Context: an optimization exercise on an open-source flow, tuned for small area, a short achievable clock period and few clock cycles. The choices shown serve that exercise and are no tape-out recipe.
No run shown here included a check of the RTL's function; only the layout flow was run.
Power figures rest on the tool's default switching activity, not on a simulated workload.

`design.v`:
```
module relu #(
    parameter DATA_WIDTH = 32
)(
    input  wire                  en,
    input  wire [DATA_WIDTH-1:0] in,
    output wire [DATA_WIDTH-1:0] out
);
    assign out = (en && in[DATA_WIDTH-1]) ? {DATA_WIDTH{1'b0}} : in;
endmodule
module maxpool2 #(
    parameter DATA_WIDTH = 32
)(
    input  wire                  first,
    input  wire [DATA_WIDTH-1:0] acc,
    input  wire [DATA_WIDTH-1:0] in,
    output wire [DATA_WIDTH-1:0] out
);
    assign out = (first || in > acc) ? in : acc;
endmodule
module conv_for_nmcu #(
    parameter DATABUS_WIDTH = 32,
    parameter DIGIT = 8
)(
    input  wire [DATABUS_WIDTH-1:0] s_in,
    input  wire [DATABUS_WIDTH-1:0] c_in,
    input  wire [DATABUS_WIDTH-1:0] a,
    input  wire [DIGIT-1:0]         d,
    output wire [DATABUS_WIDTH-1:0] s_out,
    output wire [DATABUS_WIDTH-1:0] c_out
);
    localparam W = DATABUS_WIDTH;
    function automatic [2*W-1:0] csa(input [W-1:0] x, input [W-1:0] y, input [W-1:0] z);
        reg [W-1:0] maj;
        begin
            maj = (x & y) | (x & z) | (y & z);
            csa = {x ^ y ^ z, maj[W-2:0], 1'b0};
        end
    endfunction
    wire [W-1:0] pp [0:7];
    genvar g;
    generate
        for (g = 0; g < 8; g = g + 1) begin : PP
            assign pp[g] = (a << g) & {W{d[g]}};
        end
    endgenerate
    wire [W-1:0] a1, b1, a2, b2, a3, b3;
    assign {a1, b1} = csa(s_in, c_in, pp[0]);
    assign {a2, b2} = csa(pp[1], pp[2], pp[3]);
    assign {a3, b3} = csa(pp[4], pp[5], pp[6]);
    wire [W-1:0] c1, d1, c2, d2;
    assign {c1, d1} = csa(a1, b1, a2);
    assign {c2, d2} = csa(b2, a3, b3);
    wire [W-1:0] e1, f1;
    assign {e1, f1} = csa(c1, d1, c2);
    wire [W-1:0] g1, h1;
    assign {g1, h1} = csa(e1, f1, d2);
    assign {s_out, c_out} = csa(g1, h1, pp[7]);
endmodule
module nmcu #(
    parameter ADDR_WIDTH = 16,
    parameter DATABUS_WIDTH = 32,
    parameter MAX_DESCS = 4,
    parameter MAX_INPUT_DIM=4,
    parameter MAX_KERNEL_DIM=3
) (
    input wire clk,
    input wire rst,
    input wire start,
    output reg done,
    input wire [ADDR_WIDTH-1:0] nmcu_desc,
    input wire [ADDR_WIDTH-1:0] input_addr,
    input wire [ADDR_WIDTH-1:0] output_addr,
    input wire [$clog2(MAX_INPUT_DIM):0] full_input_width,
    input wire [$clog2(MAX_INPUT_DIM):0] full_input_height,
    input wire [$clog2(MAX_INPUT_DIM):0] full_output_width,
    input wire [$clog2(MAX_INPUT_DIM):0] full_output_height,
    output reg mem_w,
    output reg mem_sel,
    output wire [ADDR_WIDTH-1:0] address_bus,
    input wire [DATABUS_WIDTH-1:0] data_bus_in,
    output wire [DATABUS_WIDTH-1:0] data_bus_out,
    input wire ready
);
    localparam [2:0] S_IDLE  = 3'd0,
                     S_DESC  = 3'd1,    
                     S_KLOAD = 3'd2,    
                     S_CONV  = 3'd3,    
                     S_LOAD  = 3'd4,    
                     S_MAXP  = 3'd5,    
                     S_WB    = 3'd6,    
                     S_FIN   = 3'd7;
    localparam [1:0] T_NOP = 2'd0, T_CONV = 2'd1, T_MAXP = 2'd2, T_RELU = 2'd3;
    (* fsm_encoding = "none" *) reg [2:0] st;
    reg        got;        
    reg        l0;         
    reg  [1:0] typ;        
    reg  [2:0] hh, ww;     
    reg  [1:0] kk;         
    reg  [2:0] fiw;        
    reg        pend;       
    reg  [1:0] r, c, i, j;
    reg  [15:0] address, ptr;
    reg  [31:0] xin;       
    reg  [31:0] bd;        
    reg  [31:0] s, cy;     
    (* mem2reg *) reg [31:0] buf_q [0:15];
    reg        run;        
    reg  [1:0] stp;
    reg        mlast;      
    reg  [3:0] opos;       
    reg        fin;        
    reg  [3:0] wpos;
    reg        mx_v, mx_first, mx_last;
    reg  [3:0] mx_pos;
    assign address_bus  = address;
    assign data_bus_out = bd;
    wire [1:0] kb = (st == S_CONV || st == S_KLOAD) ? kk - 2'd1 :
                    (st == S_MAXP) ? 2'd1 : 2'd0;
    wire [2:0] hk = hh - {1'b0, kk};
    wire [2:0] wk = ww - {1'b0, kk};
    wire [1:0] rb = (st == S_CONV)  ? hk[1:0] :
                    (st == S_KLOAD) ? 2'd0 :
                    (st == S_MAXP)  ? hh[2:1] - 2'd1 : hh[1:0] - 2'd1;
    wire [1:0] cb = (st == S_CONV)  ? wk[1:0] :
                    (st == S_KLOAD) ? 2'd0 :
                    (st == S_MAXP)  ? ww[2:1] - 2'd1 : ww[1:0] - 2'd1;
    wire j_end = (j == kb);
    wire i_end = (i == kb);
    wire c_end = (c == cb);
    wire r_end = (r == rb);
    wire iter_end = j_end && i_end && c_end && r_end;
    wire [1:0] nj = j_end ? 2'd0 : j + 2'd1;
    wire [1:0] ni = j_end ? (i_end ? 2'd0 : i + 2'd1) : i;
    wire [1:0] nc = (j_end && i_end) ? (c_end ? 2'd0 : c + 2'd1) : c;
    wire [1:0] nr = (j_end && i_end && c_end) ? (r_end ? 2'd0 : r + 2'd1) : r;
    wire [3:0] k2 = (kk == 2'd1) ? 4'd1 : (kk == 2'd2) ? 4'd4 : 4'd9;
    wire kwalk = (st == S_KLOAD) || (st == S_CONV && !l0);
    wire [2:0] m = (st == S_WB) ? ww : fiw;
    wire [3:0] kbm = (kb == 2'd0) ? 4'd0 : (kb == 2'd1) ? {1'b0, m} : {m, 1'b0};
    wire [5:0] d_i = kwalk ? 6'd1 : {3'd0, m} - {4'd0, kb};
    wire [5:0] d_c = kwalk ? 6'd1 - {2'd0, k2} : 6'd1 - {2'd0, kbm} - {4'd0, kb};
    wire [5:0] d_r = kwalk ? 6'd1 - {2'd0, k2} : {3'd0, m} - {2'd0, kbm} - {4'd0, cb} - {4'd0, kb};
    wire [5:0] delta = !j_end ? 6'd1 : !i_end ? d_i : !c_end ? d_c : d_r;
    wire [15:0] addr_step = address + ((st == S_DESC) ? 16'd1 : {{10{delta[5]}}, delta});
    wire [3:0] kpos = 4'd0 - k2 + i * kk + j;
    wire [1:0] rrow = ((st == S_MAXP) ? {r[0], 1'b0} : r) + i;
    wire [1:0] rcol = ((st == S_MAXP) ? {c[0], 1'b0} : c) + j;
    wire [3:0] rpos = (st == S_CONV && l0) ? kpos : {rrow, rcol};
    wire [31:0] rd_raw = buf_q[rpos];
    wire [31:0] rd;
    relu #(.DATA_WIDTH(32)) u_relu (.en(pend), .in(rd_raw), .out(rd));
    wire step0    = (st == S_CONV) && got;
    wire stepping = step0 || run;
    wire mfirst0  = (i == 2'd0) && (j == 2'd0);
    wire gate     = step0 && mfirst0;
    wire [31:0] s_o, c_o;
    conv_for_nmcu u_mac (
        .s_in (gate ? 32'd0 : s),
        .c_in (gate ? 32'd0 : cy),
        .a    (xin),
        .d    (bd[7:0]),
        .s_out(s_o),
        .c_out(c_o)
    );
    wire [31:0] mx_o;
    maxpool2 #(.DATA_WIDTH(32)) u_max (.first(mx_first), .acc(s), .in(bd), .out(mx_o));
    wire [31:0] sum = s + cy;
    always @(posedge clk) begin
        if (ready)
            xin <= data_bus_in;
        else
            xin <= {xin[23:0], 8'd0};
        if (stepping && !(run && stp == 2'd3))
            bd <= {8'd0, bd[31:8]};
        else
            bd <= rd;
        if (stepping) begin
            s  <= s_o;
            cy <= c_o;
        end else if (mx_v) begin
            s  <= mx_o;
            cy <= 32'd0;
        end
        if (got && st == S_KLOAD)
            buf_q[kpos] <= xin;
        else if (got && st == S_LOAD)
            buf_q[{r, c}] <= xin;
        else if (fin)
            buf_q[wpos] <= sum;
    end
    always @(posedge clk or posedge rst) begin
        if (rst) begin
            st <= S_IDLE;
            done <= 1'b0;
            mem_sel <= 1'b0;
            mem_w <= 1'b0;
            got <= 1'b0;
            l0 <= 1'b1;
            typ <= T_NOP;
            hh <= 3'd0;
            ww <= 3'd0;
            kk <= 2'd0;
            fiw <= 3'd0;
            pend <= 1'b0;
            r <= 2'd0;
            c <= 2'd0;
            i <= 2'd0;
            j <= 2'd0;
            address <= 16'd0;
            ptr <= 16'd0;
            run <= 1'b0;
            stp <= 2'd0;
            mlast <= 1'b0;
            opos <= 4'd0;
            fin <= 1'b0;
            wpos <= 4'd0;
            mx_v <= 1'b0;
            mx_first <= 1'b0;
            mx_last <= 1'b0;
            mx_pos <= 4'd0;
        end else begin
            got <= mem_sel && ready;
            if (mem_sel && ready)
                mem_sel <= 1'b0;
            if (st == S_WB && mem_sel && ready && iter_end)
                done <= 1'b1;
            fin <= 1'b0;
            if (step0) begin
                run <= 1'b1;
                stp <= 2'd1;
                mlast <= i_end && j_end;
                opos <= {r, c};
            end else if (run) begin
                stp <= stp + 2'd1;
                if (stp == 2'd3) begin
                    run <= 1'b0;
                    if (mlast) begin
                        fin <= 1'b1;
                        wpos <= opos;
                    end
                end
            end
            mx_v <= 1'b0;
            if (mx_v && mx_last) begin
                fin <= 1'b1;
                wpos <= mx_pos;
            end
            case (st)
                S_IDLE: begin
                    if (start) begin
                        address <= nmcu_desc;
                        fiw <= full_input_width;
                        mem_sel <= 1'b1;
                        st <= S_DESC;
                    end
                end
                S_DESC: begin
                    if (got) begin
                        typ <= xin[1:0];
                        ww <= xin[4:2];
                        hh <= xin[8:6];
                        kk <= xin[11:10];
                        ptr <= addr_step;
                        r <= 2'd0;
                        c <= 2'd0;
                        i <= 2'd0;
                        j <= 2'd0;
                        if (xin[1:0] == T_CONV) begin
                            address <= xin[31:16];
                            mem_sel <= 1'b1;
                            st <= l0 ? S_KLOAD : S_CONV;
                        end else if (l0) begin
                            address <= input_addr;
                            mem_sel <= 1'b1;
                            st <= S_LOAD;
                            if (xin[1:0] == T_RELU)
                                pend <= 1'b1;
                        end else if (xin[1:0] == T_NOP) begin
                            address <= output_addr;
                            mem_w <= 1'b1;
                            mem_sel <= 1'b1;
                            st <= S_WB;
                        end else if (xin[1:0] == T_RELU) begin
                            pend <= 1'b1;
                            address <= addr_step;
                            mem_sel <= 1'b1;
                        end else begin
                            st <= S_MAXP;
                        end
                    end
                end
                S_KLOAD: begin
                    if (got) begin
                        mem_sel <= 1'b1;
                        if (iter_end) begin
                            address <= input_addr;
                            i <= 2'd0;
                            j <= 2'd0;
                            st <= S_CONV;
                        end else begin
                            address <= addr_step;
                            i <= ni;
                            j <= nj;
                        end
                    end
                end
                S_CONV: begin
                    if (got) begin
                        mem_sel <= 1'b1;
                        if (iter_end) begin
                            address <= ptr;
                            l0 <= 1'b0;
                            pend <= 1'b0;
                            st <= S_DESC;
                        end else begin
                            address <= addr_step;
                        end
                        r <= nr;
                        c <= nc;
                        i <= ni;
                        j <= nj;
                    end
                end
                S_LOAD: begin
                    if (got) begin
                        r <= nr;
                        c <= nc;
                        if (iter_end) begin
                            if (typ == T_MAXP) begin
                                st <= S_MAXP;
                            end else if (typ == T_NOP) begin
                                address <= output_addr;
                                mem_w <= 1'b1;
                                mem_sel <= 1'b1;
                                st <= S_WB;
                            end else begin
                                address <= ptr;
                                l0 <= 1'b0;
                                mem_sel <= 1'b1;
                                st <= S_DESC;
                            end
                        end else begin
                            address <= addr_step;
                            mem_sel <= 1'b1;
                        end
                    end
                end
                S_MAXP: begin
                    mx_v <= 1'b1;
                    mx_first <= (i == 2'd0) && (j == 2'd0);
                    mx_last <= i_end && j_end;
                    mx_pos <= {r, c};
                    r <= nr;
                    c <= nc;
                    i <= ni;
                    j <= nj;
                    if (iter_end) begin
                        address <= ptr;
                        l0 <= 1'b0;
                        pend <= 1'b0;
                        mem_sel <= 1'b1;
                        st <= S_DESC;
                    end
                end
                S_WB: begin
                    if (got) begin
                        r <= nr;
                        c <= nc;
                        address <= addr_step;
                        if (iter_end)
                            st <= S_FIN;
                        else
                            mem_sel <= 1'b1;
                    end
                end
                default: begin
                    mem_sel <= 1'b0;
                end
            endcase
        end
    end
endmodule
```
`run.sh`:
```
#!/bin/bash
# synth_recipe.tcl (not shown) runs the flow's synth.tcl, then flattens the netlist and writes it again
# the make line also repeats each setting of config.mk as NAME=value (left out here)
make -C /OpenROAD-flow-scripts/flow DESIGN_CONFIG=/design/flow/config.mk WORK_HOME=/design/flow/orfs CLKGATE_MAP_FILE= SYNTH_SCRIPT=/design/flow/synth_recipe.tcl finish
```
`config.mk`:
```
export PLATFORM = sky130hd
export DESIGN_NAME = nmcu
export DESIGN_NICKNAME = nmcu
export VERILOG_FILES = /design/flow/design.v
export SDC_FILE = /design/flow/constraint.sdc
export NUM_CORES = 8
export LEC_CHECK = 0
export CAP_MARGIN = 20
export CORE_MARGIN = 2
export CORE_UTILIZATION = 25
export PLACE_DENSITY = 0.3
export SLEW_MARGIN = 20
```
`constraint.sdc`:
```
create_clock -name core_clock -period 16.0 [get_ports {clk}]
set_input_delay 3.2000 -clock core_clock [delete_from_list [all_inputs] [get_ports {clk}]]
set_output_delay 3.2000 -clock core_clock [all_outputs]
set_load 0.01 [all_outputs]
```
==> impl_metrics.yaml, run 1 <==
status:
  status: "complete, no violations"
placement:
  gp_congestion: 0.799
  port_buffers: 137
  placed_area_um2: 44100
  place_worst_setup_slack_ps: 8920
  place.detailed.hpwl_um: 105000
power_and_ir_drop:
  pwr-share-seq: 0.410
  power_frac_clock: 0.413
  power_uw: 4930
  p_leak_uw: 0.0163
  ir_drop_mv: 0.0802
  p_switching_uw: 1350
  p_int_uw: 3580
  p_comb_frac: 0.177
  power.density_nw_per_um2: 105
  swShare: 0.273
final_layout:
  nFillCells: 16200
  final_cell_area_um2: 47100
  nets: 3998
  area_growth_pct: 17.9
  multi_input_area_um2: 17900
  layout-drive-gt1-share: 0.103
  register_area_um2: 20500
floorplanning:
  initial_core_util: 0.252
  placeableCoreArea_um2: 159000
  dieArea_um2: 163000
  row_count: 146
  io_pins: 147
  die_w_um: 404
  die_h_um: 404
clocking:
  clkTransAtPathRegs_ps: 60
  cts.repair.resized: 0
  cts_made_buffers: 90
  cts_max_path_buffers: 3
  root_buffer: "clkbuf_16"
  clock-sinks: 717
  htreeDepth: 3
  clkLatencyLatePin_ps: 710
  ctsHoldBuffers: 0
  cts_tree: "yes"
  cts_setup_buffers: 0
timing:
  worst_pin_slew_ps: 1210
  setup_slack_ps: 8890
  min_period_ps: 7110
  finalHoldViolations: 0
  rsz0062_at_grt: "false"
  slew_viol_final: 0
  finClkSkew_ps: 40.1
  period_share: 0.444
  slew-limit-headroom: 0.193
  setup_tns_ps: 0
  setup_viol: 0
  max_clock_freq_mhz: 141
logic_synthesis:
  async_reset_ff_frac: 0.114
  ys_warn_count: 2
  synthCells: 3422
  synth_edf_count: 571
  synth_nets: 3857
  ys_seq_area_frac: 0.513
  ys_ff_latch: 717
  synth_cell_type_count: 92
  synth_top_flop_cell: "edfxtp_1"
  synthesis.area_um2: 39900
  syn_avg_cell_area_um2: 11.7
min_path:
  min_path_type: "flop to flop"
  hp-start: "done$_DFFE_PP0P_"
  holdPathEnd: "done$_DFFE_PP0P_"
  hold_depth: 1
grt:
  antenna_found_initial: 16
  grt_pass1_vias: 29800
  grt_pass1_wl_um: 235000
  grt_max_degree: 68
  grt_overflow_total: 0
  grtUsageTotal: 0.203
routing:
  viasPerCell: 4.98
  first_iter_violations: 2096
  wl_um: 166000
  num_vias: 28400
  postRouteAntennaNets: 0
  post_drt_wl_per_cell_um: 29.1
  first_pass_iters: 7
  drc: 0
worst_setup_path:
  critPathLaunchType: "flop"
  arrival_ps: 7680
  reg2reg_from: "st[2]$_DFFE_PP0P_"
  worst-r2r-setup-slack_ps: 8890
  path_max_fanout: 33
  worstRegToRegCells: 21
  r2r_end: "address[15]$_DFFE_PP0P_"
  worstSetupPathType: "flop to flop"
  cp-end-kind: "flop"
  worstPathRequired_ps: 16570
flow_run:
  drv_cap: 0
==> sequential cells by signal (all words and copies together) (netlist names), 16 cells and up <==
signal   cells
buf_q      512
bd          32
s           32
xin         32
cy          27
address     16
ptr         16
==> power by group through the flow <==
| stage | clock network [µW] | logic (µW) | registers (µW) |
|---|---|---|---|
| 2_1_floorplan | 0 | 600 | 2040 |
| 5_1_grt | 2170 | 1020 | 2020 |
| 3_5_place_dp | 0 | 879 | 2060 |
| 4_1_cts | 2110 | 905 | 2020 |
| 3_3_place_gp | 0 | 893 | 2060 |
| 6_report | 2040 | 872 | 2020 |
==> worst max-delay path, cell delays in order, from the launching register on <==
cell and delay (ps):
dfrtp_1 350, buf_4 340, nand3b_1 660, mux2i_1 730
o22a_1 250, inv_1 110, fa_1 520, fa_1 500
a21oi_1 220, nor2_1 60, a2111oi_0 440, buf_4 210
ha_1 220, a21oi_1 300, o211ai_1 230, o311ai_0 560
nand3_1 180, a41oi_1 480, o21ai_0 210, a21oi_1 200
o21ba_2 140, o22ai_1 60
==> cells by family after synthesis <==
family / Yosys count / share of synthesized area
other cells: 1 / 0.0000939
buf+inv: 447 / 0.0448
simple gates: 996 / 0.122
compound gates: 775 / 0.135
fa+ha+maj: 339 / 0.148
mux: 70 / 0.0192
flops: 717 / 0.513
xor+xnor: 77 / 0.0181
==> routing by layer <==
layer	wire length, µm	GRT usage	vias up
li1	-	-	12600
met1	79900	0.292	15000
met2	76700	0.330	699
met3	6710	0.0248	157
met4	2740	0.0379	0
met5	0	0	-
==> synthesized netlist by cell type (53+ instances only) <==
| master | n | area [µm²] |
|---|---|---|
| edfxtp_1 | 571 | 17100 |
| nand2_1 | 354 | 1330 |
| inv_1 | 245 | 920 |
| fa_1 | 220 | 4400 |
| a22oi_1 | 199 | 1490 |
| and2_1 | 181 | 1130 |
| nor2_1 | 155 | 582 |
| clkbuf_1 | 141 | 529 |
| a21oi_1 | 140 | 701 |
| ha_1 | 119 | 1490 |
| o21ai_0 | 115 | 576 |
| dfrtp_1 | 81 | 2030 |
| nor2b_1 | 71 | 444 |
| dfxtp_1 | 64 | 1280 |
| nand3_1 | 59 | 295 |
| nor3_1 | 58 | 290 |
| mux2_2 | 53 | 597 |
==> final cells by class <==
| type | instances | area share |
|---|---|---|
| repair buffers | 248 | 0.0468 |
| inverters | 248 | 0.0198 |
| diodes | 1 | 0.0000531 |
| clock inverters | 37 | 0.00733 |
| clock buffers | 131 | 0.0556 |
| well taps | 2072 | 0.0551 |
| multi-input cells | 2258 | 0.380 |
| flip-flops and latches | 717 | 0.435 |
==> how the worst max path moves through the flow <==
stage	start	end	slack [ps]	depth (start not counted)
floorplan	st[0]$_DFFE_PP0P_	ptr[15]$_DFFE_PP0P_	10610	19
finish	st[2]$_DFFE_PP0P_	address[15]$_DFFE_PP0P_	8890	21
detailed placement	st[2]$_DFFE_PP0P_	address[15]$_DFFE_PP0P_	8920	23
global route	st[2]$_DFFE_PP0P_	address[15]$_DFFE_PP0P_	8390	21
global placement	st[2]$_DFFE_PP0P_	address[15]$_DFFE_PP0P_	8980	21
CTS	st[2]$_DFFE_PP0P_	address[15]$_DFFE_PP0P_	8890	23
==> stage by stage <==
| step | util | hold slack (ps) | cells |
|---|---|---|---|
| 3_3_place_gp | 0.278 | 467 | 5543 |
| 6_report | 0.297 | 483 | 5712 |
| 3_5_place_dp | 0.278 | 473 | 5543 |
| 2_1_floorplan | - | 449 | 3422 |
| 4_1_cts | 0.297 | 485 | 5711 |
| 5_1_grt | 0.297 | 505 | 5711 |
==> cell usage in the layout, fill, tap and decap left out, types with 11 or more instances in the layout <==
cell type / netlist / layout
a22oi_1: 199 / 199
buf_4: 14 / 111
xnor2_1: 50 / 50
clkbuf_1: 141 / 23
nor2b_1: 71 / 71
clkinv_1: 2 / 12
ha_1: 119 / 119
nand2_1: 354 / 353
a21oi_1: 140 / 138
a222oi_1: 11 / 11
clkbuf_8: 0 / 15
fa_1: 220 / 220
a31oi_1: 16 / 16
clkdlybuf4s50_1: 0 / 137
o21a_1: 14 / 14
nand3_1: 59 / 59
nor3_2: 0 / 16
and2_1: 181 / 180
inv_1: 245 / 244
a221oi_1: 28 / 28
a22o_1: 45 / 44
o21ai_0: 115 / 95
edfxtp_1: 571 / 571
mux2i_1: 17 / 17
o31ai_1: 28 / 27
dfrtp_1: 81 / 81
o21ai_1: 5 / 17
nor2_1: 155 / 152
clkinv_2: 0 / 18
o22ai_1: 30 / 30
nand4_1: 43 / 43
a21o_1: 40 / 40
xor2_1: 23 / 23
nor3_1: 58 / 41
mux2_2: 53 / 53
clkbuf_16: 0 / 93
dfxtp_1: 64 / 64
nand2b_1: 19 / 19
o211ai_1: 13 / 13
==> inputs of run 2 (changes only) <==
--- a/design.v
+++ b/design.v
@@ -92,11 +92,11 @@
     localparam [1:0] T_NOP = 2'd0, T_CONV = 2'd1, T_MAXP = 2'd2, T_RELU = 2'd3;
     (* fsm_encoding = "none" *) reg [2:0] st;
-    reg        got;        
     reg        l0;         
+    reg        pend;       
+    reg        got;        
     reg  [1:0] typ;        
     reg  [2:0] hh, ww;     
     reg  [1:0] kk;         
     reg  [2:0] fiw;        
-    reg        pend;       
     reg  [1:0] r, c, i, j;
     reg  [15:0] address, ptr;
@@ -105,14 +105,17 @@
     reg  [31:0] s, cy;     
     (* mem2reg *) reg [31:0] buf_q [0:15];
-    reg        run;        
-    reg  [1:0] stp;
+    reg        step0;      
+    reg        gate;       
+    reg  [3:1] ph;         
     reg        mlast;      
     reg  [3:0] opos;       
-    reg        fin;        
-    reg  [3:0] wpos;
     reg        mx_v, mx_first, mx_last;
     reg  [3:0] mx_pos;
+    reg        we_q;       
+    reg  [3:0] wa_q;
+    reg  [5:0] delta_q;
     assign address_bus  = address;
     assign data_bus_out = bd;
+    wire xfer = mem_sel && ready;
     wire [1:0] kb = (st == S_CONV || st == S_KLOAD) ? kk - 2'd1 :
                     (st == S_MAXP) ? 2'd1 : 2'd0;
@@ -141,6 +144,6 @@
     wire [5:0] d_c = kwalk ? 6'd1 - {2'd0, k2} : 6'd1 - {2'd0, kbm} - {4'd0, kb};
     wire [5:0] d_r = kwalk ? 6'd1 - {2'd0, k2} : {3'd0, m} - {2'd0, kbm} - {4'd0, cb} - {4'd0, kb};
-    wire [5:0] delta = !j_end ? 6'd1 : !i_end ? d_i : !c_end ? d_c : d_r;
-    wire [15:0] addr_step = address + ((st == S_DESC) ? 16'd1 : {{10{delta[5]}}, delta});
+    wire [5:0] delta = (st == S_DESC || !j_end) ? 6'd1 : !i_end ? d_i : !c_end ? d_c : d_r;
+    wire [15:0] addr_step = address + {{10{delta_q[5]}}, delta_q};
     wire [3:0] kpos = 4'd0 - k2 + i * kk + j;
     wire [1:0] rrow = ((st == S_MAXP) ? {r[0], 1'b0} : r) + i;
@@ -150,8 +153,5 @@
     wire [31:0] rd;
     relu #(.DATA_WIDTH(32)) u_relu (.en(pend), .in(rd_raw), .out(rd));
-    wire step0    = (st == S_CONV) && got;
-    wire stepping = step0 || run;
-    wire mfirst0  = (i == 2'd0) && (j == 2'd0);
-    wire gate     = step0 && mfirst0;
+    wire stepping = step0 || (|ph);
     wire [31:0] s_o, c_o;
     conv_for_nmcu u_mac (
@@ -167,9 +167,11 @@
     wire [31:0] sum = s + cy;
     always @(posedge clk) begin
+        got <= xfer;
+        delta_q <= delta;
         if (ready)
             xin <= data_bus_in;
         else
             xin <= {xin[23:0], 8'd0};
-        if (stepping && !(run && stp == 2'd3))
+        if (stepping && !ph[3])
             bd <= {8'd0, bd[31:8]};
         else
@@ -182,10 +184,98 @@
             cy <= 32'd0;
         end
-        if (got && st == S_KLOAD)
-            buf_q[kpos] <= xin;
-        else if (got && st == S_LOAD)
-            buf_q[{r, c}] <= xin;
-        else if (fin)
-            buf_q[wpos] <= sum;
+        if (we_q)
+            buf_q[wa_q] <= (st == S_KLOAD || st == S_LOAD) ? xin : sum;
+        step0 <= xfer && st == S_CONV;
+        gate  <= xfer && st == S_CONV && i == 2'd0 && j == 2'd0;
+        ph    <= {ph[2:1], step0};
+        if (step0) begin
+            mlast <= i_end && j_end;
+            opos  <= {r, c};
+        end
+        mx_v     <= st == S_MAXP;
+        mx_first <= (i == 2'd0) && (j == 2'd0);
+        mx_last  <= i_end && j_end;
+        mx_pos   <= {r, c};
+        we_q <= 1'b0;
+        if (xfer && st == S_KLOAD) begin
+            we_q <= 1'b1;
+            wa_q <= kpos;
+        end else if (xfer && st == S_LOAD) begin
+            we_q <= 1'b1;
+            wa_q <= {r, c};
+        end else if (ph[3] && mlast) begin
+            we_q <= 1'b1;
+            wa_q <= opos;
+        end else if (mx_v && mx_last) begin
+            we_q <= 1'b1;
+            wa_q <= mx_pos;
+        end
+        case (st)
+            S_IDLE: begin
+                address <= nmcu_desc;
+                fiw <= full_input_width;
+            end
+            S_DESC: begin
+                if (got) begin
+                    typ <= xin[1:0];
+                    ww <= xin[4:2];
+                    hh <= xin[8:6];
+                    kk <= xin[11:10];
+                    ptr <= addr_step;
+                    r <= 2'd0;
+                    c <= 2'd0;
+                    i <= 2'd0;
+                    j <= 2'd0;
+                    if (xin[1:0] == T_CONV)
+                        address <= xin[31:16];
+                    else if (l0)
+                        address <= input_addr;
+                    else if (xin[1:0] == T_NOP)
+                        address <= output_addr;
+                    else
+                        address <= addr_step;
+                end
+            end
+            S_KLOAD: begin
+                if (got) begin
+                    i <= ni;
+                    j <= nj;
+                    address <= iter_end ? input_addr : addr_step;
+                end
+            end
+            S_CONV: begin
+                if (got) begin
+                    r <= nr;
+                    c <= nc;
+                    i <= ni;
+                    j <= nj;
+                    address <= iter_end ? ptr : addr_step;
+                end
+            end
+            S_LOAD: begin
+                if (got) begin
+                    r <= nr;
+                    c <= nc;
+                    address <= !iter_end ? addr_step :
+                               (typ == T_NOP) ? output_addr : ptr;
+                end
+            end
+            S_MAXP: begin
+                r <= nr;
+                c <= nc;
+                i <= ni;
+                j <= nj;
+                if (iter_end)
+                    address <= ptr;
+            end
+            S_WB: begin
+                if (got) begin
+                    r <= nr;
+                    c <= nc;
+                    address <= addr_step;
+                end
+            end
+            default: ;
+        endcase
     end
     always @(posedge clk or posedge rst) begin
@@ -195,60 +285,14 @@
             mem_sel <= 1'b0;
             mem_w <= 1'b0;
-            got <= 1'b0;
             l0 <= 1'b1;
-            typ <= T_NOP;
-            hh <= 3'd0;
-            ww <= 3'd0;
-            kk <= 2'd0;
-            fiw <= 3'd0;
             pend <= 1'b0;
-            r <= 2'd0;
-            c <= 2'd0;
-            i <= 2'd0;
-            j <= 2'd0;
-            address <= 16'd0;
-            ptr <= 16'd0;
-            run <= 1'b0;
-            stp <= 2'd0;
-            mlast <= 1'b0;
-            opos <= 4'd0;
-            fin <= 1'b0;
-            wpos <= 4'd0;
-            mx_v <= 1'b0;
-            mx_first <= 1'b0;
-            mx_last <= 1'b0;
-            mx_pos <= 4'd0;
         end else begin
-            got <= mem_sel && ready;
-            if (mem_sel && ready)
+            if (xfer)
                 mem_sel <= 1'b0;
-            if (st == S_WB && mem_sel && ready && iter_end)
+            if (st == S_WB && xfer && iter_end)
                 done <= 1'b1;
-            fin <= 1'b0;
-            if (step0) begin
-                run <= 1'b1;
-                stp <= 2'd1;
-                mlast <= i_end && j_end;
-                opos <= {r, c};
-            end else if (run) begin
-                stp <= stp + 2'd1;
-                if (stp == 2'd3) begin
-                    run <= 1'b0;
-                    if (mlast) begin
-                        fin <= 1'b1;
-                        wpos <= opos;
-                    end
-                end
-            end
-            mx_v <= 1'b0;
-            if (mx_v && mx_last) begin
-                fin <= 1'b1;
-                wpos <= mx_pos;
-            end
             case (st)
                 S_IDLE: begin
                     if (start) begin
-                        address <= nmcu_desc;
-                        fiw <= full_input_width;
                         mem_sel <= 1'b1;
                         st <= S_DESC;
@@ -257,19 +301,8 @@
                 S_DESC: begin
                     if (got) begin
-                        typ <= xin[1:0];
-                        ww <= xin[4:2];
-                        hh <= xin[8:6];
-                        kk <= xin[11:10];
-                        ptr <= addr_step;
-                        r <= 2'd0;
-                        c <= 2'd0;
-                        i <= 2'd0;
-                        j <= 2'd0;
                         if (xin[1:0] == T_CONV) begin
-                            address <= xin[31:16];
                             mem_sel <= 1'b1;
                             st <= l0 ? S_KLOAD : S_CONV;
                         end else if (l0) begin
-                            address <= input_addr;
                             mem_sel <= 1'b1;
                             st <= S_LOAD;
@@ -277,5 +310,4 @@
                                 pend <= 1'b1;
                         end else if (xin[1:0] == T_NOP) begin
-                            address <= output_addr;
                             mem_w <= 1'b1;
                             mem_sel <= 1'b1;
@@ -283,5 +315,4 @@
                         end else if (xin[1:0] == T_RELU) begin
                             pend <= 1'b1;
-                            address <= addr_step;
                             mem_sel <= 1'b1;
                         end else begin
@@ -293,14 +324,6 @@
                     if (got) begin
                         mem_sel <= 1'b1;
-                        if (iter_end) begin
-                            address <= input_addr;
-                            i <= 2'd0;
-                            j <= 2'd0;
+                        if (iter_end)
                             st <= S_CONV;
-                        end else begin
-                            address <= addr_step;
-                            i <= ni;
-                            j <= nj;
-                        end
                     end
                 end
@@ -309,31 +332,20 @@
                         mem_sel <= 1'b1;
                         if (iter_end) begin
-                            address <= ptr;
                             l0 <= 1'b0;
                             pend <= 1'b0;
                             st <= S_DESC;
-                        end else begin
-                            address <= addr_step;
                         end
-                        r <= nr;
-                        c <= nc;
-                        i <= ni;
-                        j <= nj;
                     end
                 end
                 S_LOAD: begin
                     if (got) begin
-                        r <= nr;
-                        c <= nc;
                         if (iter_end) begin
                             if (typ == T_MAXP) begin
                                 st <= S_MAXP;
                             end else if (typ == T_NOP) begin
-                                address <= output_addr;
                                 mem_w <= 1'b1;
                                 mem_sel <= 1'b1;
                                 st <= S_WB;
                             end else begin
-                                address <= ptr;
                                 l0 <= 1'b0;
                                 mem_sel <= 1'b1;
@@ -341,5 +353,4 @@
                             end
                         end else begin
-                            address <= addr_step;
                             mem_sel <= 1'b1;
                         end
@@ -347,14 +358,5 @@
                 end
                 S_MAXP: begin
-                    mx_v <= 1'b1;
-                    mx_first <= (i == 2'd0) && (j == 2'd0);
-                    mx_last <= i_end && j_end;
-                    mx_pos <= {r, c};
-                    r <= nr;
-                    c <= nc;
-                    i <= ni;
-                    j <= nj;
                     if (iter_end) begin
-                        address <= ptr;
                         l0 <= 1'b0;
                         pend <= 1'b0;
@@ -365,7 +367,4 @@
                 S_WB: begin
                     if (got) begin
-                        r <= nr;
-                        c <= nc;
-                        address <= addr_step;
                         if (iter_end)
                             st <= S_FIN;
@@ -374,7 +373,5 @@
                     end
                 end
-                default: begin
-                    mem_sel <= 1'b0;
-                end
+                default: ;
             endcase
         end
--- a/config.mk
+++ b/config.mk
@@ -6,4 +6,5 @@
 export NUM_CORES = 8
 export LEC_CHECK = 0
+export ABC_CLOCK_PERIOD_IN_PS = 3500
 export CAP_MARGIN = 20
 export CORE_MARGIN = 2
==> impl_metrics.yaml, run 2 <==
logic_synthesis:
  ys_ff_latch: 725
  syn_avg_cell_area_um2: 11.8
  synth_area_leader_cell: "edfxtp_1"
  synthMostInstantiatedCell: "edfxtp_1"
  ys_warn_count: 2
  synthCells: 3328
  synth_top_area_frac: 0.483
  synth_top_flop_cell: "edfxtp_1"
  synth_cell_type_count: 92
  synth_nets: 3757
  synthesis.area_um2: 39400
  synthTopCellsByCount: "633 x edfxtp_1, 401 x nand2_1, 246 x inv_1"
  synth_area_leaders: "edfxtp_1 48%, fa_1 11%, dfxtp_1 4.3%"
  async_reset_ff_frac: 0.0110
  synth_edf_count: 633
  ys_seq_area_frac: 0.530
timing:
  min_period_ps: 5940
  finalHoldViolations: 0
  setup_tns_ps: 0
  setup_viol: 0
  slew_viol_final: 0
  worst_pin_slew_ps: 1180
  max_clock_freq_mhz: 168
  rsz0062_at_grt: "false"
  setup_slack_ps: 10060
  slew-limit-headroom: 0.207
  period_share: 0.371
  finClkSkew_ps: 54.4
worst_setup_path:
  worst-r2r-setup-slack_ps: 10060
  critPathSlowestCell: "edfxtp_1"
  path_delay_family: "buffers and inverters"
  worstRegToRegCells: 19
  critPathLaunchType: "flop"
  path_max_fanout: 33
  cp_num_buf_inv: 6
  max_stage_delay_ps: 640
  r2r_end: "bd[14]$_DFF_P_"
  worstPathRequired_ps: 16550
  crit_chain: "nand2_1 > ha_1 > fa_1 > inv_1 > ha_1 > inv_1 > fa_1 > inv_1 > mux2i_4 > buf_4 > nor2_1 > and4_1 > buf_4 > a22oi_1 > and3_1 > a21oi_4 > buf_4 > a2bb2oi_1 > a31oi_1"
  worstSetupPathType: "flop to flop"
  reg2reg_from: "kk[0]$_DFFE_PP_"
  cp-end-kind: "flop"
  arrival_ps: 6480
grt:
  grtUsageTotal: 0.203
  grt_pass1_vias: 29300
  grt_max_degree: 64
  grt_overflow_total: 0
  antenna_found_initial: 13
  grt_pass1_wl_um: 232000
clocking:
  clock-sinks: 725
  cts_made_buffers: 90
  cts_setup_buffers: 0
  clkLatencyLatePin_ps: 720
  htreeDepth: 3
  cts_max_path_buffers: 3
  cts.repair.resized: 0
  clkTransAtPathRegs_ps: 60
  ctsHoldBuffers: 0
  cts_tree: "yes"
  root_buffer: "clkbuf_16"
final_layout:
  top_register: "buf_q"
  nFillCells: 16000
  final_common_cell: "edfxtp_1"
  utilization: 0.300
  most-common-layout-cells: "633 x edfxtp_1, 400 x nand2_1, 246 x inv_1"
  final_cell_count_no_fill: 5631
  nets: 3918
  layout-drive-gt1-share: 0.0992
  largest_reg_flops: 512
  area_growth_pct: 19.1
power_and_ir_drop:
  p_switching_uw: 5150
  p_leak_uw: 0.0173
  power_frac_clock: 0.189
  p_comb_frac: 0.550
  power.density_nw_per_um2: 239
  ir_drop_mv: 0.130
  swShare: 0.459
  p_int_uw: 6070
  pwr-share-seq: 0.261
min_path:
  min_path_type: "flop to flop"
  holdPathEnd: "ph[2]$_DFF_P_"
  hp-start: "ph[1]$_DFF_P_"
  hold_depth: 0
floorplanning:
  row_count: 145
  dieArea_um2: 161000
  die_h_um: 401
  die_w_um: 401
  placeableCoreArea_um2: 156000
  initial_core_util: 0.252
  io_pins: 147
routing:
  wl_um: 164000
  drc: 0
  postRouteAntennaNets: 0
  viasPerCell: 4.91
  first_pass_iters: 5
  first_iter_violations: 1965
  num_vias: 27600
  post_drt_wl_per_cell_um: 29.1
placement:
  place.detailed.hpwl_um: 105000
  place_worst_setup_slack_ps: 10090
  port_buffers: 137
  gp_congestion: 0.809
  dpl.cell_count: 5455
flow_run:
  drv_cap: 0
status:
  status: "complete, no violations"
[run 2: changes by cell type after synthesis, moves of 18 or more]
cell and change:
nor2b_1 -30, nand2_1 +47, mux2i_1 +24, mux2_2 -26, a22oi_1 -111, dfxtp_1 +20
edfxtp_1 +62, dfrtp_1 -74, o31ai_1 -18, clkbuf_1 -19
[run 2: stage by stage]
step	cell area, µm²	power, µW	hold slack (ps)
final	46900	11200	374
after floorplan	39400	6430	344
after global routing	46900	12100	383
after global placement	43800	9200	363
after detailed placement	43800	9200	368
after CTS	46900	11400	376
[run 2: worst max path at each step]
stage	start	end	slack [ps]	cells after the start
after floorplan	ready	wa_q[0]$_DFFE_PP_	11640	5
after global placement	kk[0]$_DFFE_PP_	bd[4]$_DFF_P_	10020	18
after detailed placement	kk[0]$_DFFE_PP_	bd[14]$_DFF_P_	10090	19
after CTS	kk[0]$_DFFE_PP_	bd[14]$_DFF_P_	10040	19
after global routing	kk[0]$_DFFE_PP_	bd[13]$_DFF_P_	9860	19
final	kk[0]$_DFFE_PP_	bd[14]$_DFF_P_	10060	19
[run 2: metal layers]
layer | track usage | wire, µm
met1 | 0.286 | 77400
met2 | 0.335 | 77700
met3 | 0.0226 | 5500
met4 | 0.0455 | 3470
met5 | 0 | 19
[run 2: power groups by stage]
stage          clock network, µW  registers (µW)  logic (µW)
2_1_floorplan                  0            2870        3560
3_3_place_gp                   0            2980        6230
3_5_place_dp                   0            2970        6220
4_1_cts                     2190            2940        6310
5_1_grt                     2250            2950        6890
6_report                    2120            2930        6170
[run 2: worst register-to-register path: cells and delay by family (launching register included)]
kind            cells  cell delay, ps
compound gates      4             950
fa+ha+maj           4            1390
simple gates        4            1300
buf+inv             6            1430
mux                 1              80
flops               1             640
[run 2: cell type report]
type                            count  area (µm²)  area share
Sequential cell                   725       20900       0.445
Multi-Input combinational cell   2179       17200       0.367
Clock buffer                      134        2690      0.0573
Tap cell                         2058        2570      0.0549
Timing Repair Buffer              243        2170      0.0463
Inverter                          250         938      0.0200
Clock inverter                     36         415     0.00886
Antenna cell                        6        15.0    0.000320
[run 2: logic make-up (layout without fill, tap and decap cells)]
logic type	after synthesis	count (layout)	synth area share
fa+ha+maj	333	333	0.148
buf+inv	424	663	0.0417
other cells	0	6	0
simple gates	1028	1028	0.126
flops	725	725	0.530
mux	71	71	0.0196
compound gates	676	676	0.118
xor+xnor	71	71	0.0161
==> inputs of run 3 (changes only) <==
--- a/config.mk
+++ b/config.mk
@@ -9,5 +9,6 @@
 export CAP_MARGIN = 20
 export CORE_MARGIN = 2
-export CORE_UTILIZATION = 25
-export PLACE_DENSITY = 0.3
+export CORE_UTILIZATION = 55
+export CTS_BUF_LIST = sky130_fd_sc_hd__clkbuf_8
+export PLACE_DENSITY = 0.65
 export SLEW_MARGIN = 20
==> impl_metrics.yaml, run 3 <==
status:
  status: "complete, no violations"
floorplanning:
  dieArea_um2: 73800
  die_w_um: 272
  initial_core_util: 0.553
  placeableCoreArea_um2: 71200
  io_pins: 147
  row_count: 98
  die_h_um: 272
clocking:
  clock-sinks: 725
  ctsHoldBuffers: 0
  clkTransAtPathRegs_ps: 60
  cts_setup_buffers: 0
  cts.repair.resized: 0
  clkLatencyLatePin_ps: 780
  root_buffer: "clkbuf_8"
  cts_made_buffers: 115
  cts_max_path_buffers: 3
  cts_tree: "yes"
  htreeDepth: 3
grt:
  grtUsageTotal: 0.346
  grt_pass1_wl_um: 188000
  antenna_found_initial: 2
  grt_max_degree: 64
  grt_overflow_total: 0
  grt_pass1_vias: 28800
logic_synthesis:
  ys_ff_latch: 725
  async_reset_ff_frac: 0.0110
  synthTopCellsByCount: "633 x edfxtp_1, 401 x nand2_1, 246 x inv_1"
  synth_cell_type_count: 92
  synthMostInstantiatedCell: "edfxtp_1"
  synth_edf_count: 633
  synthesis.area_um2: 39400
  synth_area_leaders: "edfxtp_1 48%, fa_1 11%, dfxtp_1 4.3%"
  ys_warn_count: 2
  ys_seq_area_frac: 0.530
  synth_area_leader_cell: "edfxtp_1"
  synthCells: 3328
  synth_nets: 3757
  synth_top_area_frac: 0.483
  syn_avg_cell_area_um2: 11.8
  synth_top_flop_cell: "edfxtp_1"
placement:
  placed_area_um2: 42200
  gp_congestion: 0.936
  place.detailed.hpwl_um: 81900
  port_buffers: 137
  dpl.cell_count: 4324
final_layout:
  largest_reg_flops: 512
  final_common_cell: "edfxtp_1"
  final_cell_count_no_fill: 4550
  top_register: "buf_q"
  nets: 3921
  area_growth_pct: 13.4
  utilization: 0.627
  layout-drive-gt1-share: 0.0999
  final_cell_area_um2: 44700
  most-common-layout-cells: "633 x edfxtp_1, 400 x nand2_1, 285 x inv_1"
worst_setup_path:
  crit_chain: "nand2_1 > ha_1 > fa_1 > inv_1 > ha_1 > inv_1 > fa_1 > inv_1 > mux2i_4 > buf_4 > nor2_1 > and4_1 > buf_4 > a22oi_1 > and3_1 > a21oi_4 > a2bb2oi_1 > a21oi_1"
  critPathLaunchType: "flop"
  path_max_fanout: 33
  cp-end-kind: "flop"
  timing.critical_path.mode_cell: "inv_1"
  worstSetupPathType: "flop to flop"
  arrival_ps: 6650
  critPathSlowestCell: "a21oi_4"
  max_stage_delay_ps: 910
  worstPathRequired_ps: 16590
timing:
  setup_tns_ps: 0
  finClkSkew_ps: 78.6
  worst_pin_slew_ps: 1170
  max_clock_freq_mhz: 165
  setup_viol: 0
  period_share: 0.379
  slew_viol_final: 0
  slew-limit-headroom: 0.218
  rsz0062_at_grt: "false"
  finalHoldViolations: 0
  min_period_ps: 6060
power_and_ir_drop:
  p_switching_uw: 4690
  swShare: 0.456
  pwr-share-seq: 0.284
  ir_drop_mv: 0.192
  power_frac_clock: 0.158
  power.density_nw_per_um2: 230
  p_int_uw: 5590
  p_leak_uw: 0.0170
  p_comb_frac: 0.557
flow_run:
  drv_cap: 0
routing:
  first_pass_iters: 8
  post_drt_wl_per_cell_um: 27.8
  num_vias: 28800
  postRouteAntennaNets: 0
  viasPerCell: 6.33
  first_iter_violations: 3351
  drc: 0
  wl_um: 127000
min_path:
  min_path_type: "flop to flop"
## run 3: cell types whose count changed in the layout (fill, tap and decap cells not counted), sizes merged
| cell | change |
|---|---|
| buf | -23 |
| clkdlybuf4s50 | +1 |
| clkinv | +8 |
| clkinvlp | -1 |
| inv | +42 |
## run 3: metrics by stage
stage | total power (µW) | worst slack (ps) | hold WS (ps)
final | 10300 | 9940 | 378
after global routing | 10900 | 9720 | 381
after CTS | 10200 | 10010 | 378
after detailed placement | 8520 | 10010 | 370
after global placement | 8400 | 10010 | 361
after floorplan | 6430 | 11640 | 344
## run 3: path summary, 6_finish.rpt
check,depth (start not counted),start,slack (ps),endpoint
setup / recovery,18,kk[0]$_DFFE_PP_,9940,bd[4]$_DFF_P_
hold / removal,0,ph[1]$_DFF_P_,380,ph[2]$_DFF_P_
setup reg to reg,18,kk[0]$_DFFE_PP_,9940,bd[4]$_DFF_P_
hold reg to reg,0,ph[1]$_DFF_P_,380,ph[2]$_DFF_P_
max in group asynchronous,2,rst,12950,l0$_DFFE_PP1P_
min in group asynchronous,2,rst,2730,st[0]$_DFFE_PP0P_
## run 3: kinds of logic (layout without fill, tap and decap cells)
family,Yosys count,after routing,share of synthesized area
other,0,6,0
adder cells (fa/ha/maj),333,333,0.148
XOR/XNOR,71,71,0.0161
AND/OR/NAND/NOR,1028,1028,0.126
multiplexers,71,71,0.0196
flip-flops,725,725,0.530
AO/OA/AOI/OAI,676,676,0.118
buffers and inverters,424,690,0.0417
## run 3: area by class of cell
| class | instances | area [µm²] |
|---|---|---|
| clock buffers | 134 | 1840 |
| flip-flops and latches | 725 | 20900 |
| well taps | 950 | 1190 |
| inverters | 250 | 938 |
| fillers | 5583 | 26600 |
| multi-input cells | 2179 | 17200 |
| clock inverters | 85 | 563 |
| repair buffers | 221 | 2010 |
| diodes | 6 | 15.0 |
## run 3: critical path, delay by kind of cell, from the launching register on
kind | cells | cell delay, ps
AND/OR/NAND/NOR | 4 | 1370
AO/OA/AOI/OAI | 4 | 1330
buffers and inverters | 5 | 1060
flip-flops | 1 | 580
adder cells (fa/ha/maj) | 4 | 1400
multiplexers | 1 | 80
## run 3: metal layers
metal  wire, µm  track usage  part of all wire
met1      51100        0.490              0.40
met2      58700        0.548              0.46
met3      12200       0.0548             0.096
met4       4710        0.122             0.037
met5          0            0                 0
## run 3: power groups by stage
stage               clock [µW]  combinational, µW  sequential, µW
floorplan                    0               3560            2870
global placement             0               5440            2950
detailed placement           0               5560            2960
CTS                       1640               5630            2920
global route              1720               6260            2930
finish                    1620               5730            2920
==> inputs of run 4 (changes only) <==
--- a/design.v
+++ b/design.v
@@ -110,6 +110,10 @@
     reg        mlast;      
     reg  [3:0] opos;       
+    reg        ma_v, ma_first, ma_last;
+    reg  [3:0] ma_pos;
     reg        mx_v, mx_first, mx_last;
     reg  [3:0] mx_pos;
+    reg        mgo;        
+    reg        mend;       
     reg        we_q;       
     reg  [3:0] wa_q;
@@ -118,14 +122,17 @@
     assign data_bus_out = bd;
     wire xfer = mem_sel && ready;
-    wire [1:0] kb = (st == S_CONV || st == S_KLOAD) ? kk - 2'd1 :
-                    (st == S_MAXP) ? 2'd1 : 2'd0;
     wire [2:0] hk = hh - {1'b0, kk};
     wire [2:0] wk = ww - {1'b0, kk};
-    wire [1:0] rb = (st == S_CONV)  ? hk[1:0] :
-                    (st == S_KLOAD) ? 2'd0 :
-                    (st == S_MAXP)  ? hh[2:1] - 2'd1 : hh[1:0] - 2'd1;
-    wire [1:0] cb = (st == S_CONV)  ? wk[1:0] :
-                    (st == S_KLOAD) ? 2'd0 :
-                    (st == S_MAXP)  ? ww[2:1] - 2'd1 : ww[1:0] - 2'd1;
+    reg  [1:0] kb, rb, cb;
+    always @(posedge clk) begin
+        kb <= (st == S_CONV || st == S_KLOAD) ? kk - 2'd1 :
+              (st == S_MAXP) ? 2'd1 : 2'd0;
+        rb <= (st == S_CONV)  ? hk[1:0] :
+              (st == S_KLOAD) ? 2'd0 :
+              (st == S_MAXP)  ? hh[2:1] - 2'd1 : hh[1:0] - 2'd1;
+        cb <= (st == S_CONV)  ? wk[1:0] :
+              (st == S_KLOAD) ? 2'd0 :
+              (st == S_MAXP)  ? ww[2:1] - 2'd1 : ww[1:0] - 2'd1;
+    end
     wire j_end = (j == kb);
     wire i_end = (i == kb);
@@ -150,5 +157,8 @@
     wire [1:0] rcol = ((st == S_MAXP) ? {c[0], 1'b0} : c) + j;
     wire [3:0] rpos = (st == S_CONV && l0) ? kpos : {rrow, rcol};
-    wire [31:0] rd_raw = buf_q[rpos];
+    reg  [3:0] rpos_q;
+    always @(posedge clk)
+        rpos_q <= rpos;
+    wire [31:0] rd_raw = buf_q[rpos_q];
     wire [31:0] rd;
     relu #(.DATA_WIDTH(32)) u_relu (.en(pend), .in(rd_raw), .out(rd));
@@ -193,26 +203,23 @@
             opos  <= {r, c};
         end
-        mx_v     <= st == S_MAXP;
-        mx_first <= (i == 2'd0) && (j == 2'd0);
-        mx_last  <= i_end && j_end;
-        mx_pos   <= {r, c};
-        we_q <= 1'b0;
-        if (xfer && st == S_KLOAD) begin
-            we_q <= 1'b1;
-            wa_q <= kpos;
-        end else if (xfer && st == S_LOAD) begin
-            we_q <= 1'b1;
-            wa_q <= {r, c};
-        end else if (ph[3] && mlast) begin
-            we_q <= 1'b1;
-            wa_q <= opos;
-        end else if (mx_v && mx_last) begin
-            we_q <= 1'b1;
-            wa_q <= mx_pos;
-        end
+        ma_v     <= st == S_MAXP && mgo;
+        mend     <= st == S_MAXP && mgo && iter_end;
+        ma_first <= (i == 2'd0) && (j == 2'd0);
+        ma_last  <= i_end && j_end;
+        ma_pos   <= {r, c};
+        mx_v     <= ma_v;
+        mx_first <= ma_first;
+        mx_last  <= ma_last;
+        mx_pos   <= ma_pos;
+        we_q <= (xfer && (st == S_KLOAD || st == S_LOAD)) ||
+                (ph[3] && mlast) || (mx_v && mx_last);
+        wa_q <= (st == S_KLOAD) ? kpos :
+                (st == S_LOAD)  ? {r, c} :
+                ph[3] ? opos : mx_pos;
         case (st)
             S_IDLE: begin
                 address <= nmcu_desc;
                 fiw <= full_input_width;
+                mgo <= 1'b0;
             end
             S_DESC: begin
@@ -262,10 +269,15 @@
             end
             S_MAXP: begin
-                r <= nr;
-                c <= nc;
-                i <= ni;
-                j <= nj;
-                if (iter_end)
-                    address <= ptr;
+                mgo <= 1'b1;
+                if (mgo) begin
+                    r <= nr;
+                    c <= nc;
+                    i <= ni;
+                    j <= nj;
+                    if (iter_end) begin
+                        address <= ptr;
+                        mgo <= 1'b0;
+                    end
+                end
             end
             S_WB: begin
@@ -288,4 +300,6 @@
             pend <= 1'b0;
         end else begin
+            if (mend)
+                pend <= 1'b0;    
             if (xfer)
                 mem_sel <= 1'b0;
@@ -358,7 +372,6 @@
                 end
                 S_MAXP: begin
-                    if (iter_end) begin
+                    if (mgo && iter_end) begin
                         l0 <= 1'b0;
-                        pend <= 1'b0;
                         mem_sel <= 1'b1;
                         st <= S_DESC;
--- a/config.mk
+++ b/config.mk
@@ -10,5 +10,7 @@
 export CORE_MARGIN = 2
 export CORE_UTILIZATION = 55
-export CTS_BUF_LIST = sky130_fd_sc_hd__clkbuf_8
+export CTS_BUF_LIST = sky130_fd_sc_hd__clkbuf_16
+export CTS_CLUSTER_DIAMETER = 80
+export CTS_CLUSTER_SIZE = 20
 export PLACE_DENSITY = 0.65
 export SLEW_MARGIN = 20
==> impl_metrics.yaml, run 4 <==
status:
  status: "complete, no violations"
floorplanning:
  dieArea_um2: 74200
  row_count: 98
  io_pins: 147
  die_w_um: 272
  initial_core_util: 0.555
  die_h_um: 272
  placeableCoreArea_um2: 71400
logic_synthesis:
  muxShareOfSynthArea: 0.0205
  synthCells: 3271
  syn_avg_cell_area_um2: 12.1
  synth_top_family_by_area: "adder cells"
  synthTopCellsByCount: "630 x edfxtp_1, 265 x nand2_1, 221 x fa_1"
  synth_nets: 3699
  ys_warn_count: 2
  synthMostInstantiatedCell: "edfxtp_1"
  ys_seq_area_frac: 0.536
  synth_cell_type_count: 87
  synth_edf_count: 630
  synth_area_leaders: "edfxtp_1 48%, fa_1 11%, dfxtp_1 5.4%"
  yosys.area_share.adder: 0.147
  synthesis.area_um2: 39600
  synth_top_flop_cell: "edfxtp_1"
  yosys.area_share.simple: 0.114
  ys_ff_latch: 744
  synth_xor_area_frac: 0.0152
  synth_top_area_frac: 0.478
  synth_compound_area_frac: 0.131
  async_reset_ff_frac: 0.0108
  synth_area_leader_cell: "edfxtp_1"
placement:
  gp_congestion: 0.931
  place.detailed.hpwl_um: 80000
  placed_area_um2: 42300
  port_buffers: 137
power_and_ir_drop:
  power_frac_clock: 0.121
  p_switching_uw: 4780
  p_leak_uw: 0.0160
  ir_drop_mv: 0.268
  p_int_uw: 5900
  swShare: 0.448
  pwr-share-seq: 0.302
  power.density_nw_per_um2: 243
  p_comb_frac: 0.577
  power_uw: 10700
worst_setup_path:
  cp-startpoint: "bd[0]$_DFF_P_"
  reg2reg_from: "st[2]$_DFFE_PP0P_"
  worstRegToRegCells: 15
  cp_num_buf_inv: 2
  crit_end: "data_bus_out[0]"
  critPathSlowestCell: "clkdlybuf4s50_1"
  cp-end-kind: "output port"
  critPathLaunchType: "flop"
  worst-r2r-setup-slack_ps: 11280
  worstSetupPathType: "flop to output port"
  path_delay_family: "buffers and inverters"
  crit_chain: "buf_4 > clkdlybuf4s50_1"
  r2r_end: "delta_q[4]$_SDFF_PP0_"
  path_depth: 2
  max_stage_delay_ps: 630
  worstPathRequired_ps: 12800
  path_max_fanout: 33
  arrival_ps: 2020
routing:
  postRouteAntennaNets: 0
  first_pass_iters: 9
  first_iter_violations: 3296
  wl_um: 124000
  viasPerCell: 6.50
  post_drt_wl_per_cell_um: 28.5
  drc: 0
  num_vias: 28300
min_path:
  min_path_type: "flop to flop"
flow_run:
  drv_cap: 0
final_layout:
  area_growth_pct: 10.9
  layout-drive-gt1-share: 0.0730
  most-common-layout-cells: "630 x edfxtp_1, 265 x nand2_1, 222 x inv_1"
  utilization: 0.615
  top_register: "buf_q"
  largest_reg_flops: 512
  nets: 3797
  final_common_cell: "edfxtp_1"
  final_cell_area_um2: 43900
timing:
  setup_tns_ps: 0
  rsz0062_at_grt: "false"
  period_share: 0.327
  holdWs_ps: 331
  finalHoldViolations: 0
  finClkSkew_ps: 56.8
  min_period_ps: 5220
  worst_pin_slew_ps: 1110
  setup_viol: 0
  slew_viol_final: 0
  slew-limit-headroom: 0.256
  max_clock_freq_mhz: 191
clocking:
  cts_max_path_buffers: 3
  cts_tree: "yes"
  htreeDepth: 2
  cts_setup_buffers: 0
  clock-sinks: 744
  root_buffer: "clkbuf_16"
  clkTransAtPathRegs_ps: 80
  ctsHoldBuffers: 0
  clkLatencyLatePin_ps: 660
  cts_made_buffers: 49
  cts.repair.resized: 0
grt:
  grtUsageTotal: 0.334
  grt_overflow_total: 0
  antenna_found_initial: 4
  grt_pass1_wl_um: 183000
  grt_pass1_vias: 27900
  grt_max_degree: 63
-- run 4: how the worst min path moves through the flow --
stage          depth (start not counted)                end               from  slack (ps)
2_1_floorplan                          0   mx_first$_DFF_P_   ma_first$_DFF_P_         310
3_3_place_gp                           0  mx_pos[3]$_DFF_P_  ma_pos[3]$_DFF_P_         310
3_5_place_dp                           0  mx_pos[1]$_DFF_P_  ma_pos[1]$_DFF_P_         310
4_1_cts                                0  mx_pos[1]$_DFF_P_  ma_pos[1]$_DFF_P_         330
5_1_grt                                0  mx_pos[1]$_DFF_P_  ma_pos[1]$_DFF_P_         330
6_report                               0  mx_pos[2]$_DFF_P_  ma_pos[2]$_DFF_P_         330
-- run 4: per-stage QoR --
step           worst slack (ps)  cells
4_1_cts                   10770   4359
5_1_grt                   10730   4361
6_report                  10780   4361
2_1_floorplan             11560   3271
3_5_place_dp              10930   4267
3_3_place_gp              10940   4267
-- run 4: logic make-up (layout without fill, tap and decap cells) --
logic type      after synthesis  after routing
compound gates              767            767
xor+xnor                     68             68
fa+ha+maj                   332            332
buf+inv                     372            511
flops                       744            744
mux                          77             77
other cells                   0              1
simple gates                911            911
-- run 4: area by class of cell --
| type | count | area [µm²] |
|---|---|---|
| Timing Repair Buffer | 221 | 2010 |
| Inverter | 198 | 743 |
| Sequential cell | 744 | 21200 |
| Clock buffer | 50 | 1250 |
| Multi-Input combinational cell | 2155 | 17200 |
| Tap cell | 950 | 1190 |
| Fill cell | 5656 | 27400 |
| Antenna cell | 1 | 2.50 |
| Clock inverter | 42 | 285 |
-- run 4: power by group through the flow --
stage / Clock (µW) / Combinational (µW) / Sequential, µW
CTS: 1300 / 6170 / 3220
global placement: 0 / 5950 / 3260
floorplan: 0 / 3880 / 3160
global route: 1370 / 6800 / 3240
detailed placement: 0 / 6110 / 3260
finish: 1290 / 6170 / 3230
-- run 4: layer usage --
layer / track usage / up-vias / wire, µm
met5: 0 / - / 0
met4: 0.0960 / 0 / 3680
met3: 0.0579 / 244 / 13000
met2: 0.530 / 1663 / 58200
met1: 0.477 / 14400 / 49200
li1: - / 12100 / -
==> inputs of run 5 (changes only) <==
--- a/config.mk
+++ b/config.mk
@@ -10,7 +10,7 @@
 export CORE_MARGIN = 2
 export CORE_UTILIZATION = 55
-export CTS_BUF_LIST = sky130_fd_sc_hd__clkbuf_16
-export CTS_CLUSTER_DIAMETER = 80
-export CTS_CLUSTER_SIZE = 20
+export CTS_BUF_LIST = sky130_fd_sc_hd__clkbuf_8
+export CTS_CLUSTER_DIAMETER = 60
+export CTS_CLUSTER_SIZE = 14
 export PLACE_DENSITY = 0.65
 export SLEW_MARGIN = 20
==> impl_metrics.yaml, run 5 <==
worst_setup_path:
  path_depth: 2
  path_max_fanout: 34
  cp-end-kind: "output port"
  worstPathRequired_ps: 12800
  critPathLaunchType: "flop"
  path_delay_family: "buffers and inverters"
  cp_num_buf_inv: 2
  arrival_ps: 2110
  worstRegToRegCells: 15
  crit_chain: "buf_4 > clkdlybuf4s50_1"
  worstSetupPathType: "flop to output port"
  critPathSlowestCell: "clkdlybuf4s50_1"
  max_stage_delay_ps: 630
timing:
  slew-limit-headroom: 0.234
  finalHoldViolations: 0
  slew_viol_final: 0
  setup_tns_ps: 0
  min_period_ps: 5310
  rsz0062_at_grt: "false"
  finClkSkew_ps: 51.1
  worst_pin_slew_ps: 1140
  setup_viol: 0
  period_share: 0.332
  setup_slack_ps: 10690
  max_clock_freq_mhz: 188
logic_synthesis:
  synth_area_leader_cell: "edfxtp_1"
  synth_nets: 3699
  synthesis.area_um2: 39600
  ys_warn_count: 2
  syn_avg_cell_area_um2: 12.1
  async_reset_ff_frac: 0.0108
  synthCells: 3271
  synth_top_flop_cell: "edfxtp_1"
  ys_seq_area_frac: 0.536
  synthTopCellsByCount: "630 x edfxtp_1, 265 x nand2_1, 221 x fa_1"
  ys_ff_latch: 744
  synth_area_leaders: "edfxtp_1 48%, fa_1 11%, dfxtp_1 5.4%"
  synth_top_area_frac: 0.478
  synth_edf_count: 630
  synth_cell_type_count: 87
  synthMostInstantiatedCell: "edfxtp_1"
routing:
  viasPerCell: 6.46
  postRouteAntennaNets: 0
  post_drt_wl_per_cell_um: 28.4
  first_pass_iters: 6
  drc: 0
  wl_um: 125000
  num_vias: 28400
  first_iter_violations: 3358
clocking:
  clock-sinks: 744
  cts_max_path_buffers: 3
  cts_setup_buffers: 0
  cts_tree: "yes"
  root_buffer: "clkbuf_8"
  cts_made_buffers: 74
  clkLatencyLatePin_ps: 730
  ctsHoldBuffers: 0
  htreeDepth: 3
  cts.repair.resized: 0
  clkTransAtPathRegs_ps: 100
status:
  status: "complete, no violations"
power_and_ir_drop:
  pwr-share-seq: 0.302
  p_int_uw: 5850
  swShare: 0.452
  ir_drop_mv: 0.269
  power.density_nw_per_um2: 243
  p_switching_uw: 4820
  power_frac_clock: 0.118
  p_comb_frac: 0.580
  p_leak_uw: 0.0159
  power_uw: 10700
placement:
  port_buffers: 137
  place_worst_setup_slack_ps: 10930
  gp_congestion: 0.931
  placed_area_um2: 42300
  place.detailed.hpwl_um: 80000
final_layout:
  multi_input_area_um2: 17200
  largest_reg_flops: 512
  nFillCells: 5669
  final_common_cell: "edfxtp_1"
  most-common-layout-cells: "630 x edfxtp_1, 265 x nand2_1, 221 x fa_1"
  utilization: 0.615
  nets: 3823
  top_register: "buf_q"
  layout-drive-gt1-share: 0.0837
  register_area_um2: 21200
  final_cell_area_um2: 43900
  area_growth_pct: 10.7
min_path:
  min_path_type: "flop to flop"
  hold_depth: 0
grt:
  grt_overflow_total: 0
  grtUsageTotal: 0.337
  grt_pass1_vias: 28300
  grt_pass1_wl_um: 184000
  grt_max_degree: 63
  antenna_found_initial: 8
floorplanning:
  placeableCoreArea_um2: 71400
  die_h_um: 272
  row_count: 98
  dieArea_um2: 74200
  die_w_um: 272
  io_pins: 147
  initial_core_util: 0.555
flow_run:
  drv_cap: 0
[run 5: cell counts after synthesis]
No cell type changed its count.
[run 5: path summary, 6_finish.rpt]
check	start	endpoint	slack, ps
min in group asynchronous	rst	mem_w$_DFFE_PP0P_	2870
max in group asynchronous	rst	l0$_DFFE_PP1P_	12820
min	ma_pos[2]$_DFF_P_	mx_pos[2]$_DFF_P_	310
max	bd[1]$_DFF_P_	data_bus_out[1]	10690
min reg2reg	ma_pos[2]$_DFF_P_	mx_pos[2]$_DFF_P_	310
max reg2reg	st[2]$_DFFE_PP0P_	delta_q[4]$_SDFF_PP0_	11210
[run 5: worst reg2reg max path, stage by stage, from the launching register on]
cell      delay (ps)
dfrtp_1         1030
nand3b_4         330
mux2_2           430
inv_1            190
o22a_1           260
inv_1            120
fa_1             530
fa_1             490
inv_1             80
a21oi_1          100
and4_1           220
a21oi_1          110
o22ai_1           90
a211oi_1         360
a21oi_1          120
a31oi_1          230
[run 5: routing by layer]
layer	global-route usage	vias up	routed length (µm)
li1	-	12100	-
met1	0.478	14300	49600
met2	0.530	1695	58000
met3	0.0621	284	13400
met4	0.106	2	3970
met5	0	-	13
[run 5: cell type report]
cell class                 instances  share of cell area
timing repair buffer             222              0.0460
sequential                       744               0.484
tap                              950              0.0271
clock buffer                      76              0.0239
inverter                         198              0.0169
clock inverter                    46             0.00967
multi-input combinational       2155               0.392
antenna                            2            0.000114
[run 5: kinds of logic (layout without fill, tap and decap cells)]
kind of cell / count (synthesis) / after routing / synth area share
AO/OA/AOI/OAI: 767 / 767 / 0.131
XOR/XNOR: 68 / 68 / 0.0152
adder cells (fa/ha/maj): 332 / 332 / 0.147
buffers and inverters: 372 / 542 / 0.0366
flip-flops: 744 / 744 / 0.536
multiplexers: 77 / 77 / 0.0205
other: 0 / 2 / 0
AND/OR/NAND/NOR: 911 / 911 / 0.114
[run 5: power groups by stage]
stage	sequential (µW)	combinational, µW	clock [µW]
detailed placement	3260	6110	0
global placement	3260	5950	0
CTS	3220	6170	1270
finish	3230	6190	1250
global route	3240	6810	1340
floorplan	3160	3880	0
[run 5: per-stage QoR]
step / hold slack [ps] / cells
2_1_floorplan: 310 / 3271
3_3_place_gp: 311 / 4267
3_5_place_dp: 312 / 4267
4_1_cts: 315 / 4389
5_1_grt: 321 / 4393
6_report: 310 / 4393

port drivers added, routing unchanged:
No port has a modelled driver above. Below, the same layouts with a new extraction and two added sets of constraints.
Step 1, drivers: a clkbuf_16 drives clk and a buf_2 each remaining input, both assumed.
Step 2 also shifts input and output timing later by t, the mid clock arrival at the registers, as if the neighbouring blocks saw the same clock.
Slacks: ideal / step 1 / step 2; pairs: ideal / step 1.
| run | t, ns | setup slack, ns | worst setup path at the end | worst register clock-pin slew, ns |
|---|---|---|---|---|
| run 1 | 0.768 | 8.888 / 8.888 / 8.888 | register to register | 0.06 / 0.06 |
| run 2 | 0.772 | 10.064 / 10.064 / 10.064 | register to register | 0.07 / 0.07 |
| run 3 | 0.811 | 9.942 / 9.942 / 9.942 | register to register | 0.07 / 0.07 |
| run 4 | 0.703 | 10.776 / 10.703 / 10.886 | input to register | 0.09 / 0.09 |
| run 5 | 0.774 | 10.693 / 10.625 / 10.889 | input to register | 0.10 / 0.10 |
After both steps every run listed still meets setup and hold.
